Source: an optimization exercise on an open RTL-to-GDS flow (aim: small area and a short achievable clock period). Production flows keep margins and buffers that such runs may drop.
The RTL was checked by simulation tests, not by an equivalence proof against the original design.
Power figures rest on the tool's default switching activity, not on a simulated workload.

[flow/design.v]
module bit32_2to1mux(out,sel,in1,in2);
input [31:0] in1,in2;
output [31:0] out;
input sel;
assign out = sel ? in2 : in1;
endmodule
module bit32AND (out,in1,in2);
input [31:0] in1,in2;
output [31:0] out;
assign {out}=in1 &in2;
endmodule
module bit32OR (out,in1,in2);
input [31:0] in1,in2;
output [31:0] out;
assign {out}=in1 | in2;
endmodule
module FA_dataflow (Cout, Sum,In1,In2,Cin);
input[31:0] In1,In2;
input Cin;
output Cout;
output[31:0] Sum;
assign {Cout,Sum}=In1+In2+Cin;
endmodule
module bit32_3to1_mux(out,sel,in1,in2,in3);
    input [31:0] in1, in2, in3;
    output [31:0] out;
    input [1:0] sel;
    wire[31:0] out1;
    bit32_2to1mux mux1(out1,sel[0],in1,in2);
    bit32_2to1mux mux2(out,sel[1],out1,in3);
endmodule
module ALU(in1, in2,binvert,carryin,op,result,carryout);
    input [31:0] in1,in2;
    output [31:0] result;
    input [1:0] op;
    input carryin;
    input binvert;
    output carryout;
    wire [31:0] andresult,orresult,sum,
    binvertresult;
    wire[31:0] b_inv;
    assign b_inv = ~in2;    
    bit32_2to1mux mux1(binvertresult,
    binvert,in2,b_inv);
    bit32AND ander(andresult,in1,binvertresult);
    bit32OR orer(orresult,in1,binvertresult);
    FA_dataflow adde(carryout,sum,in1,binvertresult,
    carryin);
    bit32_3to1_mux mux2(result,op,andresult,
    orresult,sum);
endmodule
module alu_control(o0,o1,o2,op, ALUOp1, ALUOp0);
    output o0,o1,o2;
    input [5:0] op;
    input ALUOp1, ALUOp0;
    assign o2 = ALUOp0 | (ALUOp1 & op[1]);
    assign o1 = (~ALUOp1) | (~op[2]);
    assign o0 = ALUOp1 & (op[3] | op[0]);
endmodule
module ANDarray (RegDst,ALUSrc, MemtoReg, RegWrite, MemRead, MemWrite,Branch,ALUOp0,ALUOp1,Op);
input [5:0] Op;
output RegDst,ALUSrc,MemtoReg, RegWrite, MemRead, MemWrite,Branch,ALUOp0,ALUOp1;
wire Rformat, lw,sw,beq,addi;
assign Rformat= (~Op[0])& (~Op[1])& (~Op[2])& (~Op[3])& (~Op[4])& (~Op[5]);
assign lw = (Op[5]) & (~Op[4]) & (~Op[3]) & (~Op[2]) & (Op[1]) & (Op[0]);
assign sw = (Op[5]) & (~Op[4]) & (Op[3]) & (~Op[2]) & (Op[1]) & (Op[0]);
assign beq = (~Op[5]) & (~Op[4]) & (~Op[3]) & (Op[2]) & (~Op[1]) & (~Op[0]);
assign addi = (~Op[5]) & (~Op[4]) & (Op[3]) & (~Op[2]) & (~Op[1]) & (~Op[0]);
assign RegDst=Rformat;
assign ALUSrc = lw | sw | addi;
assign MemtoReg = lw;
assign RegWrite = Rformat | lw | addi;
assign MemRead = lw;
assign MemWrite = sw;
assign Branch = beq;
assign ALUOp1 = Rformat;
assign ALUOp0 = beq;
endmodule
module sign_extender(outp, inp);
output[31:0] outp;
input[15:0] inp;
assign outp = (inp[15]==1)? {16'hFFFF,inp} : {16'h0000,inp};
endmodule
module RegFile32(clk,reset,ReadReg1,ReadReg2,WriteData,WriteReg,RegWrite,ReadData1,ReadData2); 
input clk, reset, RegWrite;
input[31:0] WriteData;
output[31:0] ReadData1, ReadData2;
input[4:0] ReadReg1, ReadReg2, WriteReg;
reg[1023:0] registers;
always @ (posedge clk or negedge reset)
begin
if (!reset)
registers <= 1024'b00;
else if (RegWrite)
registers[WriteReg*32 +: 32] <= WriteData;
end
assign ReadData1 = registers[ReadReg1*32 +: 32];
assign ReadData2 = registers[ReadReg2*32 +: 32];
endmodule
module data_memory(clk,Address,WriteData,MemWrite,ReadData); 
input clk, MemWrite;
input[31:0] WriteData;
output[31:0] ReadData;
input[4:0] Address;
reg[1023:0] registers;
always @ (posedge clk)
begin
if (MemWrite)
registers[Address*32 +: 32] <= WriteData;
end
assign ReadData = registers[Address*32 +: 32];
endmodule
module SCDDataPath(ALUout, instr, reset, clk);
output[31:0] ALUout;
input clk, reset;
input[31:0] instr;
wire[31:0] ReadMemData,in1,in2,aluresult,signextended,instruction, ReadData1, ReadData2, WriteData;
wire RegDst, ALUSrc, MemtoReg, RegWrite, MemRead, MemWrite, Branch, ALUOp0, ALUOp1, ALUOp2;
wire o0, o1, o2, carryout;
wire[4:0] WriteReg;
assign instruction = instr;
ANDarray control_unit(RegDst,ALUSrc, MemtoReg, RegWrite, MemRead, MemWrite,Branch,ALUOp0,ALUOp1,instruction[31:26]);
assign WriteReg = (RegDst==1)? instruction[15:11] : instruction[20:16];
RegFile32 register_file(clk,reset,instruction[25:21],instruction[20:16],WriteData,WriteReg,RegWrite,ReadData1,ReadData2);
sign_extender sign_extend(signextended, instruction[15:0]);
bit32_2to1mux alu_src_mux(in2,ALUSrc,ReadData2,signextended);
alu_control alu_con_instancce(o0,o1,o2,instruction[5:0], ALUOp1, ALUOp0);
ALU alu_instance(ReadData1,in2,o2,o2,{o1,o0},ALUout,carryout);
data_memory data_mem_instance(clk,ALUout[4:0],ReadData2,MemWrite,ReadMemData);
bit32_2to1mux data_mem_mux(WriteData,MemtoReg,ALUout,ReadMemData);
endmodule
[flow/run.sh]
#!/bin/bash
# synth_recipe.tcl (not shown) runs the flow's synth.tcl, then flattens the netlist and writes it again
# the make line also repeats each setting of config.mk as NAME=value (left out here)
make -C /OpenROAD-flow-scripts/flow DESIGN_CONFIG=/design/flow/config.mk WORK_HOME=/design/flow/orfs CLKGATE_MAP_FILE= SYNTH_SCRIPT=/design/flow/synth_recipe.tcl finish
[flow/config.mk]
export PLATFORM = sky130hd
export DESIGN_NAME = SCDDataPath
export DESIGN_NICKNAME = SCDDataPath
export VERILOG_FILES = /design/flow/design.v
export SDC_FILE = /design/flow/constraint.sdc
export NUM_CORES = 4
export LEC_CHECK = 0
export CAP_MARGIN = 20
export CORE_MARGIN = 2
export CORE_UTILIZATION = 40
export SLEW_MARGIN = 20
[flow/constraint.sdc]
create_clock -name core_clock -period 10.5 [get_ports {clk}]
set_input_delay 2.1000 -clock core_clock [delete_from_list [all_inputs] [get_ports {clk}]]
set_output_delay 2.1000 -clock core_clock [all_outputs]
set_load 0.01 [all_outputs]
==> flow_summary_export.csv <==
group,metric,value,unit
pwr,p_leak,46.39,nW
routing,ant_nets,0,
sta,fmax,97.22,MHz
flow_run,drv_cap,0,
hold_path,min_path_cells,2,
layout,layout_common_cells,"mux2_2 (1378), edfxtp_1 (1024), dfrtp_1 (1024), mux4_2 (876), nand2_1 (687)",
clock_network,post-cts-setup-buffer-count,0,
die,die_area,0.2832,mm^2
routing,drt_first_pass_iters,6,
pwr,p_clk_share,43.7,%
sta,fin_skew,0.09454,ns
layout,multi_input_area,0.05191,mm^2
clock_network,worstSkewPairLatency,0.90,ns
critical_path,critPathTopFamily,"compound AO/OA/AOI/OAI gates",
routing,avgViaCountPerCell,6.368,
global_routing,gr-usage-met3,4.927,%
synthesis,yosysWarnings,2,
run_status,outcome,"no timing/DRC/antenna violations",
routing,post_drt_wl_per_cell,30.75,um
critical_path,cp.required,8.40,ns
die,start_util,40.29,%
synthesis,synthArstFlopShare,50.00,%
synthesis,synthXorXnorAreaFrac,0.4317,%
pwr,seqPwrFrac,45.7,%
synthesis,synth_top_family_by_area,"multiplexers",
sta,hold_ws,0.4960,ns
sta,final-max-slew-violation-count,0,
place,pre_cts_slack,0.01250,ns
sta,slew_headroom,22.10,%
clock_network,cts_root_buf,"clkbuf_16",
routing,dr.first_iter.drc_count,8576,
clock_network,cts_tree,"yes",
critical_path,slowest_delay,0.65,ns
die,ios,66,
critical_path,r2r-end,"data_mem_instance.registers[779]$_DFFE_PP_",
synthesis,synth_top_cells_by_area,"edfxtp_1 (28%), dfrtp_1 (23%), mux4_2 (18%), mux2_2 (14%), o21ai_0 (2.6%)",
clock_network,ctsResizeCount,0,
routing,drc,0,
pwr,power_density,149.3,mW/mm^2
layout,area_delta_synth_final,11.73,%
global_routing,track_usage,24.64,%
sta,setup_ws,0.2141,ns
place,place.gp.congestion,0.8866,
pwr,p_int,0.01398,W
synthesis,synth_cell_types,94,
global_routing,grt-ovfl-total,0,
clock_network,cts.sinks,2048,
sta,fin_crit_sh,97.96,%
sta,period_needed,10.29,ns
die,coreArea,0.2770,mm^2
layout,ff_latch_area,0.05637,mm^2
routing,finalWirelength,354.7,mm
sta,rsz0062_at_grt,"no",
critical_path,cpMaxStageDelayCell,"clkdlybuf4s50_1",
sta,worst_pin_slew,1.169,ns
synthesis,synthMuxAreaShare,33.76,%
critical_path,cp_num_buf_inv,3,
synthesis,synth_top_area_cell,"edfxtp_1",
synthesis,syn_nets,7922,
synthesis,synthAdderAreaFrac,0.7916,%
layout,fin_util,45.01,%
die,die_w,532.2,um
global_routing,globalRouteMet2Util,39.20,%
clock_network,clockBufferDepth,3,
synthesis,syn-instance-count,7818,
synthesis,syn_avg_cell_area,14.27,um^2
critical_path,path_cells,"buf_8 -> buf_12 -> mux4_2 -> mux4_2 -> mux2_2 -> mux2i_1 -> xnor2_1 -> ha_1 -> a21o_1 -> a221o_1 -> a221oi_1 -> o21ai_0 -> a211oi_1 -> o311a_1 -> o31a_1 -> clkdlybuf4s50_1",
place,dp_hpwl,224.7,mm
pwr,p_switching,0.004639,W
clock_network,clk_pin_slew,0.06,ns
critical_path,cp_max_fo,25,
clock_network,cts-buffers-inserted,221,
global_routing,grt_max_degree,183,
hold_path,hold_start,"register_file.registers[464]$_DFFE_PN0P_",
place,portBuffers,65,
layout,nets,7737,
synthesis,syn_area,0.1116,mm^2
global_routing,top_usage_layer,"met2",
hold_path,hp-class,"reg2reg",
hold_path,min_to,"register_file.registers[464]$_DFFE_PN0P_",
global_routing,grt_pass1_vias,73310,
die,dieHeight,532.2,um
global_routing,grt_antenna_before_repair,15,
sta,finalSetupViolations,0,
pwr,combPwrFrac,10.6,%
synthesis,synth_top_area_share,27.56,%
layout,fillers,24310,
critical_path,worstRegToRegCells,20,
pwr,max-vdd-ir-drop,0.1424,mV
synthesis,yosysSeqAreaShare,50.52,%
pwr,switching_share,24.91,%
layout,layout_commonest_cell,"mux2_2",
critical_path,reg2reg_from,"register_file.registers[898]$_DFFE_PN0P_",
critical_path,arrival,8.19,ns
synthesis,yosys_register_bits,2048,
critical_path,path_class,"in2out",
critical_path,reg2reg_slack,3.31,ns
critical_path,path_common_cell,"mux4_2",
global_routing,grt.met1_usage,33.60,%
synthesis,synth_edf_count,1024,
global_routing,grt_pass1_wl,519.6,mm
die,core.rowCount,193,
synthesis,synth_flop_cell,"edfxtp_1",
layout,drive_gt1_share,39.75,%
critical_path,crit_path_end_kind,"primary output",
routing,vias,73430,
critical_path,worst_setup_path_start_kind,"primary input",
clock_network,cts_hold_buf,0,
synthesis,synth-simple-area-share,4.123,%
synthesis,synth-compound-area-share,6.877,%
clock_network,htreeDepth,4,
sta,hold_viol_final,0,
pwr,power,0.01862,W
==> cells in the mapped netlist, types with 5 or more instances <==
cell,n
mux4_2,876
buf_2,152
a41oi_1,5
a31oi_1,18
buf_1,81
xnor2_1,42
nor4_1,12
nand3_1,35
a211oi_1,61
o211ai_1,52
nand4_1,20
inv_1,89
dfrtp_1,1024
o31ai_1,14
xor2_1,13
and4_1,28
ha_1,69
edfxtp_1,1024
o21a_1,10
o21ai_0,578
a22oi_1,140
or2_2,5
nand2_1,724
and2_1,16
or3_1,6
o32a_1,29
nand2b_1,14
nor3_1,22
buf_4,27
clkbuf_1,537
nor2_1,127
and3_1,14
mux2_2,1378
mux2i_1,168
o221ai_1,131
buf_6,21
a21oi_1,53
nor2b_1,9
a221o_1,10
mux2_1,65
or4_1,7
a21o_1,30
==> how the worst max path moves through the flow <==
stage | start | to | slack, ns | cells past startpoint
2_1_floorplan | instr[30] | data_mem_instance.registers[0]$_DFFE_PP_ | -24.58 | 2
4_1_cts | instr[26] | ALUout[31] | 0.01 | 19
3_3_place_gp | instr[26] | ALUout[31] | -0.007 | 19
6_report | instr[16] | ALUout[23] | 0.21 | 16
5_1_grt | instr[16] | ALUout[29] | 0.008 | 25
3_5_place_dp | instr[26] | ALUout[31] | 0.01 | 19
==> layout make-up <==
class	instances	area share [%]
clock inverters	112	1.098
well taps	3705	3.718
diodes	8	0.01606
repair buffers	412	3.058
clock buffers	297	4.964
flip-flops and latches	2048	45.22
multi-input cells	4858	41.64
inverters	92	0.2940
==> worst min-delay path, delay by kind of cell (launching register included) <==
kind | cells | cell delay [ns]
DFF | 1 | 0.35
AOI/OAI and AO/OA | 1 | 0.06
and+or+nand+nor | 1 | 0.05
==> state kept, by name, summed over array words and instances, names as in the netlist <==
signal / flops
data_mem_instance.registers: 1024
register_file.registers: 1024
==> metrics by stage <==
step	cell area [um^2]	cells	setup TNS, ns
2_1_floorplan	111600	7818	-
3_3_place_gp	117000	11110	-0.006835
3_5_place_dp	117000	11110	0
4_1_cts	124600	11520	0
5_1_grt	124700	11530	0
6_report	124700	11530	0
==> logic make-up after synthesis <==
family / Yosys count
fa+ha+maj: 70
xor+xnor: 55
simple gates: 1059
flops: 2048
mux: 2488
compound gates: 1186
buf+inv: 912
==> power by group through the flow <==
stage	Sequential [W]	Clock [W]	Combinational, W
finish	0.00852	0.00813	0.00197
global route	0.00852	0.00860	0.00209
CTS	0.00851	0.00826	0.00198
detailed placement	0.00867	0	0.00197
global placement	0.00867	0	0.00196
floorplan	0.00869	0	0.00133
==> routing by layer <==
layer / wire, um / part of all wire [%] / up-vias
li1: - / - / 30200
met1: 146600 / 41 / 39270
met2: 166800 / 47 / 3261
met3: 27850 / 7.9 / 697
met4: 13390 / 3.8 / 4
met5: 28 / 0.0079 / -

[separate check: timing with driven ports]
Ports are ideal in the flow. The routed layout listed here was re-timed in OpenROAD.
Step 1: set_driving_cell puts a clkbuf_16 on clk and a buf_2 on each other input, an assumption about the parent block.
Step 2 also shifts input and output timing later by t, the mid clock arrival at the registers, as if the neighbouring blocks saw the same clock.
Three values: no drivers, after step 1, after step 2; two values: the first two.
shift t [ns]: 0.951
slack for setup (ns): 0.214 / 0.162 / 0.162
worst register clock-pin slew, ns: 0.07 / 0.07
After both steps this run still meets setup and hold. For this run, drivers alone change the setup slack by -0.052 ns; drivers and shift together by -0.052 ns.
